Source: an optimization exercise on an open RTL-to-GDS flow (aim: a short achievable clock period and few clock cycles). Production flows keep margins and buffers that such runs may drop.
Power figures rest on the tool's default switching activity, not on a simulated workload.

==> flow/design.v <==
`timescale 1ns/1ps
module mips(input         clk, reset,
            output [31:0] pc,
            input  [31:0] instr,
            output        memwrite,
            output [31:0] memaddr,
            output [31:0] memwritedata,
            input  [31:0] memreaddata);
  reg  [31:0] pcF;
  reg  [31:0] rasF;        
  reg  [31:0] rasC;        
  reg  [31:0] instrD;
  reg  [31:0] pc4D;        
  reg  [31:0] btgtD;       
  reg  [31:0] rasD;        
  reg         predTD;      
  reg  [31:0] aE, bE, wdE;
  reg  [31:0] altE;        
  reg         fwdAE, fwdBE, fwdWE;
  reg         subE;
  reg  [3:0]  selE;        
  reg         sltsE;       
  reg         brE, bneE, predTE, jrE, jalE;
  reg         regwriteE, memtoregE, memwriteE;
  reg  [4:0]  wrE;
  reg  [31:0] aluoutM, wdM;
  reg         regwriteM, memtoregM, memwriteM;
  reg  [4:0]  wrM;
  reg  [31:0] resW;
  reg         regwriteW;
  reg  [4:0]  wrW;
  wire        redirect;    
  wire [31:0] redirpc;
  wire        stall;       
  assign pc = pcF;
  wire [5:0] opF = instr[31:26];
  wire isJF   = (opF == 6'b000010);
  wire isJALF = (opF == 6'b000011);
  wire isBEQF = (opF == 6'b000100);
  wire isBNEF = (opF == 6'b000101);
  wire isJRF  = (opF == 6'b000000) && (instr[5:0] == 6'b001000);
  wire rseqF  = (instr[25:21] == instr[20:16]);
  wire predTF = (isBEQF & rseqF) | (isBNEF & ~rseqF);
  wire [29:0] pcinc;
  pfx_add #(30) incf(.a(pcF[31:2]), .b(30'b0), .cin(1'b1), .s(pcinc), .cout());
  wire [31:0] pc4F = {pcinc, pcF[1:0]};
  wire [15:0] blo;
  wire        bc;
  pfx_add #(16) badd(.a(pcF[17:2]), .b(instr[15:0]), .cin(1'b1), .s(blo), .cout(bc));
  wire [13:0] bhi0 = pcF[31:18];
  wire [13:0] bhip, bhim;
  pfx_add #(14) hip(.a(bhi0), .b(14'b0), .cin(1'b1), .s(bhip), .cout());
  pfx_add #(14) him(.a(bhi0), .b(14'h3fff), .cin(1'b0), .s(bhim), .cout());
  wire [13:0] bhi = instr[15] ? (bc ? bhi0 : bhim) : (bc ? bhip : bhi0);
  wire [31:0] btgtF = {bhi, blo, pcF[1:0]};
  wire [31:0] jtgtF = {pc4F[31:28], instr[25:0], 2'b00};
  wire [31:0] npcF = (isJF | isJALF) ? jtgtF :
                     predTF          ? btgtF :
                     isJRF           ? rasF  : pc4F;
  always @(posedge clk) begin
    if (reset)         pcF <= 32'b0;
    else if (redirect) pcF <= redirpc;
    else if (!stall)   pcF <= npcF;
  end
  always @(posedge clk) begin
    if (reset) begin
      rasF <= 32'b0;
      rasC <= 32'b0;
    end else begin
      if (redirect)    rasF <= rasC;
      else if (isJALF) rasF <= pc4F;
      if (jalE)        rasC <= bE;
    end
  end
  always @(posedge clk) begin
    if (reset || redirect) begin
      instrD <= 32'b0;
      predTD <= 1'b0;
    end else if (!stall) begin
      instrD <= instr;
      predTD <= predTF;
    end
    if (!stall) begin
      pc4D  <= pc4F;
      btgtD <= btgtF;
      rasD  <= rasF;
    end
  end
  wire [5:0]  op = instrD[31:26];
  wire [5:0]  fn = instrD[5:0];
  wire [4:0]  rs = instrD[25:21];
  wire [4:0]  rt = instrD[20:16];
  wire [4:0]  rd = instrD[15:11];
  wire [15:0] imm = instrD[15:0];
  wire isR    = (op == 6'b000000);
  wire rAdd   = isR & ((fn == 6'b100000) | (fn == 6'b100001));
  wire rSub   = isR & ((fn == 6'b100010) | (fn == 6'b100011));
  wire rAnd   = isR & (fn == 6'b100100);
  wire rOr    = isR & (fn == 6'b100101);
  wire rSlt   = isR & (fn == 6'b101010);
  wire rSltu  = isR & (fn == 6'b101011);
  wire isJR   = isR & (fn == 6'b001000);
  wire rAlu   = rAdd | rSub | rAnd | rOr | rSlt | rSltu;
  wire isAddi = (op == 6'b001000) | (op == 6'b001001);
  wire isSlti = (op == 6'b001010);
  wire isSltiu= (op == 6'b001011);
  wire isOri  = (op == 6'b001101);
  wire isLui  = (op == 6'b001111);
  wire isLw   = (op == 6'b100011);
  wire isSw   = (op == 6'b101011);
  wire isBeq  = (op == 6'b000100);
  wire isBne  = (op == 6'b000101);
  wire isJal  = (op == 6'b000011);
  wire isBr   = isBeq | isBne;
  wire iAlu   = isAddi | isSlti | isSltiu | isOri | isLui | isLw;
  wire [4:0] wrD = rAlu ? rd : isJal ? 5'd31 : rt;
  wire regwriteD = (rAlu | iAlu | isJal) & (wrD != 5'b0);
  wire usesA  = rAlu | isAddi | isSlti | isSltiu | isOri | isLw | isSw | isBr | isJR;
  wire usesBr = rAlu | isBr;           
  wire usesRt = usesBr | isSw;
  wire [31:0] rf1, rf2;
  regfile rf(.clk(clk), .we(regwriteW), .ra1(rs), .ra2(rt), .wa(wrW),
             .wd(resW), .rd1(rf1), .rd2(rf2));
  wire [31:0] resM = memtoregM ? memreaddata : aluoutM;
  wire fMs = regwriteM && (wrM == rs);
  wire fWs = regwriteW && (wrW == rs);
  wire fMt = regwriteM && (wrM == rt);
  wire fWt = regwriteW && (wrW == rt);
  wire [31:0] rsv = fMs ? resM : fWs ? resW : rf1;
  wire [31:0] rtv = fMt ? resM : fWt ? resW : rf2;
  wire fEs = regwriteE && (wrE == rs);
  wire fEt = regwriteE && (wrE == rt);
  assign stall = memtoregE && ((usesA && fEs) || (usesRt && fEt));
  wire [31:0] sextD = {{16{imm[15]}}, imm};
  wire [31:0] aD = (isLui | isJal) ? 32'b0 : rsv;
  wire [31:0] bD = usesBr ? rtv :
                   isJR   ? rasD :
                   isLui  ? {imm, 16'b0} :
                   isJal  ? pc4D :
                   isOri  ? {16'b0, imm} : sextD;
  wire subD  = rSub | rSlt | rSltu | isSlti | isSltiu;
  wire sltD  = rSlt | rSltu | isSlti | isSltiu;
  wire [3:0] selD = {sltD, rOr | isOri, rAnd, ~(sltD | rOr | isOri | rAnd)};
  always @(posedge clk) begin
    if (reset || redirect || stall) begin
      regwriteE <= 1'b0;
      memtoregE <= 1'b0;
      memwriteE <= 1'b0;
      brE       <= 1'b0;
      jrE       <= 1'b0;
      jalE      <= 1'b0;
    end else begin
      regwriteE <= regwriteD;
      memtoregE <= isLw;
      memwriteE <= isSw;
      brE       <= isBr;
      jrE       <= isJR;
      jalE      <= isJal;
    end
    aE     <= aD;
    bE     <= bD;
    wdE    <= rtv;
    altE   <= predTD ? pc4D : btgtD;
    fwdAE  <= usesA & fEs;
    fwdBE  <= usesBr & fEt;
    fwdWE  <= isSw & fEt;
    subE   <= subD;
    selE   <= selD;
    sltsE  <= rSlt | isSlti;
    bneE   <= isBne;
    predTE <= predTD;
    wrE    <= wrD;
  end
  wire [31:0] srca = fwdAE ? aluoutM : aE;
  wire [31:0] srcb = fwdBE ? aluoutM : bE;
  wire [31:0] wdX  = fwdWE ? aluoutM : wdE;
  wire [31:0] sum;
  wire        cout;
  pfx_add #(32) alu(.a(srca), .b(srcb ^ {32{subE}}), .cin(subE), .s(sum), .cout(cout));
  wire lt = sltsE ? ((srca[31] ^ srcb[31]) ? srca[31] : sum[31]) : ~cout;
  wire [31:0] aluoutE = ({32{selE[0]}} & sum) |
                        ({32{selE[1]}} & (srca & srcb)) |
                        ({32{selE[2]}} & (srca | srcb)) |
                        {31'b0, selE[3] & lt};
  wire eq = (srca == srcb);
  wire takenE = bneE ? ~eq : eq;
  assign redirect = (brE & (takenE ^ predTE)) | (jrE & ~eq);
  assign redirpc  = jrE ? srca : altE;
  always @(posedge clk) begin
    if (reset) begin
      regwriteM <= 1'b0;
      memtoregM <= 1'b0;
      memwriteM <= 1'b0;
    end else begin
      regwriteM <= regwriteE;
      memtoregM <= memtoregE;
      memwriteM <= memwriteE;
    end
    aluoutM <= aluoutE;
    wdM     <= wdX;
    wrM     <= wrE;
  end
  assign memwrite     = memwriteM;
  assign memaddr      = aluoutM;
  assign memwritedata = wdM;
  always @(posedge clk) begin
    if (reset) regwriteW <= 1'b0;
    else       regwriteW <= regwriteM;
    resW <= resM;
    wrW  <= wrM;
  end
endmodule
`timescale 1ns/1ps
module pfx_add #(parameter W = 32)
                (input  [W-1:0] a, b,
                 input          cin,
                 output [W-1:0] s,
                 output         cout);
  localparam L = $clog2(W);
  wire [W-1:0] p0 = a ^ b;
  wire [W-1:0] g0 = a & b;
  wire [W-1:0] gl [0:L];
  wire [W-1:0] pl [0:L];
  assign gl[0] = {g0[W-1:1], g0[0] | (p0[0] & cin)};
  assign pl[0] = p0;
  genvar k, i;
  generate
    for (k = 0; k < L; k = k + 1) begin : lvl
      for (i = 0; i < W; i = i + 1) begin : bitk
        if (i >= (1 << k)) begin : comb
          assign gl[k+1][i] = gl[k][i] | (pl[k][i] & gl[k][i - (1 << k)]);
          assign pl[k+1][i] = pl[k][i] & pl[k][i - (1 << k)];
        end else begin : pass
          assign gl[k+1][i] = gl[k][i];
          assign pl[k+1][i] = pl[k][i];
        end
      end
    end
  endgenerate
  wire [W:0] c = {gl[L], cin};
  assign s = p0 ^ c[W-1:0];
  assign cout = c[W];
endmodule
module regfile(input         clk,
               input         we,
               input  [4:0]  ra1, ra2, wa,
               input  [31:0] wd,
               output [31:0] rd1, rd2);
  reg [31:0] rf[31:0];
  always @(posedge clk)
    if (we) rf[wa] <= wd;
  assign rd1 = (ra1 != 0) ? rf[ra1] : 32'b0;
  assign rd2 = (ra2 != 0) ? rf[ra2] : 32'b0;
endmodule
clock: 7.5 ns
lec_check: 0
abc_clock_period_in_ps: 3000
cap_margin: 20
core_margin: 2
core_utilization: 40
setup_slack_margin: 4.5
slew_margin: 20
run.sh (not shown) runs the stock make flow with config.mk's settings and CLKGATE_MAP_FILE= SYNTH_SCRIPT=/design/flow/synth_recipe.tcl, a recipe that flattens the netlist after the stock synthesis.
Edit:
--- a/flow/design.v
+++ b/flow/design.v
@@ -14,11 +14,10 @@
   reg  [31:0] btgtD;       
   reg  [31:0] rasD;        
   reg         predTD;      
   reg  [31:0] aE, bE, wdE;
   reg  [31:0] altE;        
-  reg         fwdAE, fwdBE, fwdWE;
   reg         subE;
   reg  [3:0]  selE;        
   reg         sltsE;       
   reg         brE, bneE, predTE, jrE, jalE;
   reg         regwriteE, memtoregE, memwriteE;
@@ -27,10 +26,11 @@
   reg         regwriteM, memtoregM, memwriteM;
   reg  [4:0]  wrM;
   reg  [31:0] resW;
   reg         regwriteW;
   reg  [4:0]  wrW;
+  wire [31:0] aluoutE;
   wire        redirect;    
   wire [31:0] redirpc;
   wire        stall;       
   assign pc = pcF;
   wire [5:0] opF = instr[31:26];
@@ -40,29 +40,36 @@
   wire isBNEF = (opF == 6'b000101);
   wire isJRF  = (opF == 6'b000000) && (instr[5:0] == 6'b001000);
   wire rseqF  = (instr[25:21] == instr[20:16]);
   wire predTF = (isBEQF & rseqF) | (isBNEF & ~rseqF);
   wire [29:0] pcinc;
-  pfx_add #(30) incf(.a(pcF[31:2]), .b(30'b0), .cin(1'b1), .s(pcinc), .cout());
+  pfx_add #(30, 5) incf(.a(pcF[31:2]), .b(30'b0), .cin(1'b1), .s(pcinc), .cout());
   wire [31:0] pc4F = {pcinc, pcF[1:0]};
+  wire        cinc = &pcF[17:2];
   wire [15:0] blo;
   wire        bc;
-  pfx_add #(16) badd(.a(pcF[17:2]), .b(instr[15:0]), .cin(1'b1), .s(blo), .cout(bc));
-  wire [13:0] bhi0 = pcF[31:18];
-  wire [13:0] bhip, bhim;
-  pfx_add #(14) hip(.a(bhi0), .b(14'b0), .cin(1'b1), .s(bhip), .cout());
-  pfx_add #(14) him(.a(bhi0), .b(14'h3fff), .cin(1'b0), .s(bhim), .cout());
-  wire [13:0] bhi = instr[15] ? (bc ? bhi0 : bhim) : (bc ? bhip : bhi0);
+  pfx_add #(16, 4) badd(.a(pc4F[17:2]), .b(instr[15:0]), .cin(1'b0), .s(blo), .cout(bc));
+  wire [13:0] h0 = pcF[31:18];
+  wire [13:0] hp1, hp2, hm1;
+  pfx_add #(14, 4) ah1(.a(h0), .b(14'd1),    .cin(1'b0), .s(hp1), .cout());
+  pfx_add #(14, 4) ah2(.a(h0), .b(14'd2),    .cin(1'b0), .s(hp2), .cout());
+  pfx_add #(14, 4) ahm(.a(h0), .b(14'h3fff), .cin(1'b0), .s(hm1), .cout());
+  wire [13:0] hA  = cinc ? hp1 : h0;     
+  wire [13:0] hAp = cinc ? hp2 : hp1;    
+  wire [13:0] hAm = cinc ? h0  : hm1;    
+  wire [13:0] bhi = (bc & ~instr[15]) ? hAp :
+                    (~bc & instr[15]) ? hAm : hA;
   wire [31:0] btgtF = {bhi, blo, pcF[1:0]};
   wire [31:0] jtgtF = {pc4F[31:28], instr[25:0], 2'b00};
   wire [31:0] npcF = (isJF | isJALF) ? jtgtF :
-                     predTF          ? btgtF :
                      isJRF           ? rasF  : pc4F;
   always @(posedge clk) begin
     if (reset)         pcF <= 32'b0;
     else if (redirect) pcF <= redirpc;
-    else if (!stall)   pcF <= npcF;
+    else if (stall)    pcF <= pcF;
+    else if (predTF)   pcF <= btgtF;
+    else               pcF <= npcF;
   end
   always @(posedge clk) begin
     if (reset) begin
       rasF <= 32'b0;
       rasC <= 32'b0;
@@ -155,32 +162,28 @@
       memwriteE <= isSw;
       brE       <= isBr;
       jrE       <= isJR;
       jalE      <= isJal;
     end
-    aE     <= aD;
-    bE     <= bD;
-    wdE    <= rtv;
+    aE     <= (usesA & fEs)  ? aluoutE : aD;
+    bE     <= (usesBr & fEt) ? aluoutE : bD;
+    wdE    <= (isSw & fEt)   ? aluoutE : rtv;
     altE   <= predTD ? pc4D : btgtD;
-    fwdAE  <= usesA & fEs;
-    fwdBE  <= usesBr & fEt;
-    fwdWE  <= isSw & fEt;
     subE   <= subD;
     selE   <= selD;
     sltsE  <= rSlt | isSlti;
     bneE   <= isBne;
     predTE <= predTD;
     wrE    <= wrD;
   end
-  wire [31:0] srca = fwdAE ? aluoutM : aE;
-  wire [31:0] srcb = fwdBE ? aluoutM : bE;
-  wire [31:0] wdX  = fwdWE ? aluoutM : wdE;
+  wire [31:0] srca = aE;
+  wire [31:0] srcb = bE;
   wire [31:0] sum;
   wire        cout;
-  pfx_add #(32) alu(.a(srca), .b(srcb ^ {32{subE}}), .cin(subE), .s(sum), .cout(cout));
+  pfx_add #(32, 5) alu(.a(srca), .b(srcb ^ {32{subE}}), .cin(subE), .s(sum), .cout(cout));
   wire lt = sltsE ? ((srca[31] ^ srcb[31]) ? srca[31] : sum[31]) : ~cout;
-  wire [31:0] aluoutE = ({32{selE[0]}} & sum) |
+  assign aluoutE = ({32{selE[0]}} & sum) |
                         ({32{selE[1]}} & (srca & srcb)) |
                         ({32{selE[2]}} & (srca | srcb)) |
                         {31'b0, selE[3] & lt};
   wire eq = (srca == srcb);
   wire takenE = bneE ? ~eq : eq;
@@ -195,11 +198,11 @@
       regwriteM <= regwriteE;
       memtoregM <= memtoregE;
       memwriteM <= memwriteE;
     end
     aluoutM <= aluoutE;
-    wdM     <= wdX;
+    wdM     <= wdE;
     wrM     <= wrE;
   end
   assign memwrite     = memwriteM;
   assign memaddr      = aluoutM;
   assign memwritedata = wdM;
@@ -209,16 +212,15 @@
     resW <= resM;
     wrW  <= wrM;
   end
 endmodule
 `timescale 1ns/1ps
-module pfx_add #(parameter W = 32)
+module pfx_add #(parameter W = 32, parameter L = 5)    
                 (input  [W-1:0] a, b,
                  input          cin,
                  output [W-1:0] s,
                  output         cout);
-  localparam L = $clog2(W);
   wire [W-1:0] p0 = a ^ b;
   wire [W-1:0] g0 = a & b;
   wire [W-1:0] gl [0:L];
   wire [W-1:0] pl [0:L];
   assign gl[0] = {g0[W-1:1], g0[0] | (p0[0] & cin)};
=> Die area climbs by 1.3%; clock skew decreases by 0.0055 ns; flip-flop and latch count fell by 3; worst setup slack got worse by 0.014 ns; synthesized area is higher by about 1.3%; clock power came out higher by 2.8%; first-iteration DRC count rises by about 4.7%; global-route usage increases by 0.22 points; cell count grows by 2.8%.
No functional check of the RTL was part of any run of this note.

==> separate check: timing with driven ports <==
In the flow no input, the clock included, has a driving cell. The finished layouts below were timed again as built, in two steps.
Step 1, drivers: a clkbuf_16 drives clk and a buf_2 each remaining input, both assumed.
Step 2 adds t to the input delays and takes it off the output delays; t is the mean of the earliest and latest rising clock arrival at the registers after step 1. Input paths then give back, and output paths get back, about the clock's delay inside the block.
a / b / c = ideal / step 1 / step 2; a / b = the first two.
| run | t, ns | setup slack, ns | cell pins on the clock port's net |
|---|---|---|---|
| the first run | 0.892 | 3.864 / 3.899 / 3.007 | 1 |
| the second run | 0.899 | 3.851 / 3.860 / 3.001 | 1 |
After both steps every run listed still meets setup and hold. For the first run, which loses most, drivers alone change the setup slack by +0.035 ns; drivers and shift together by -0.857 ns.
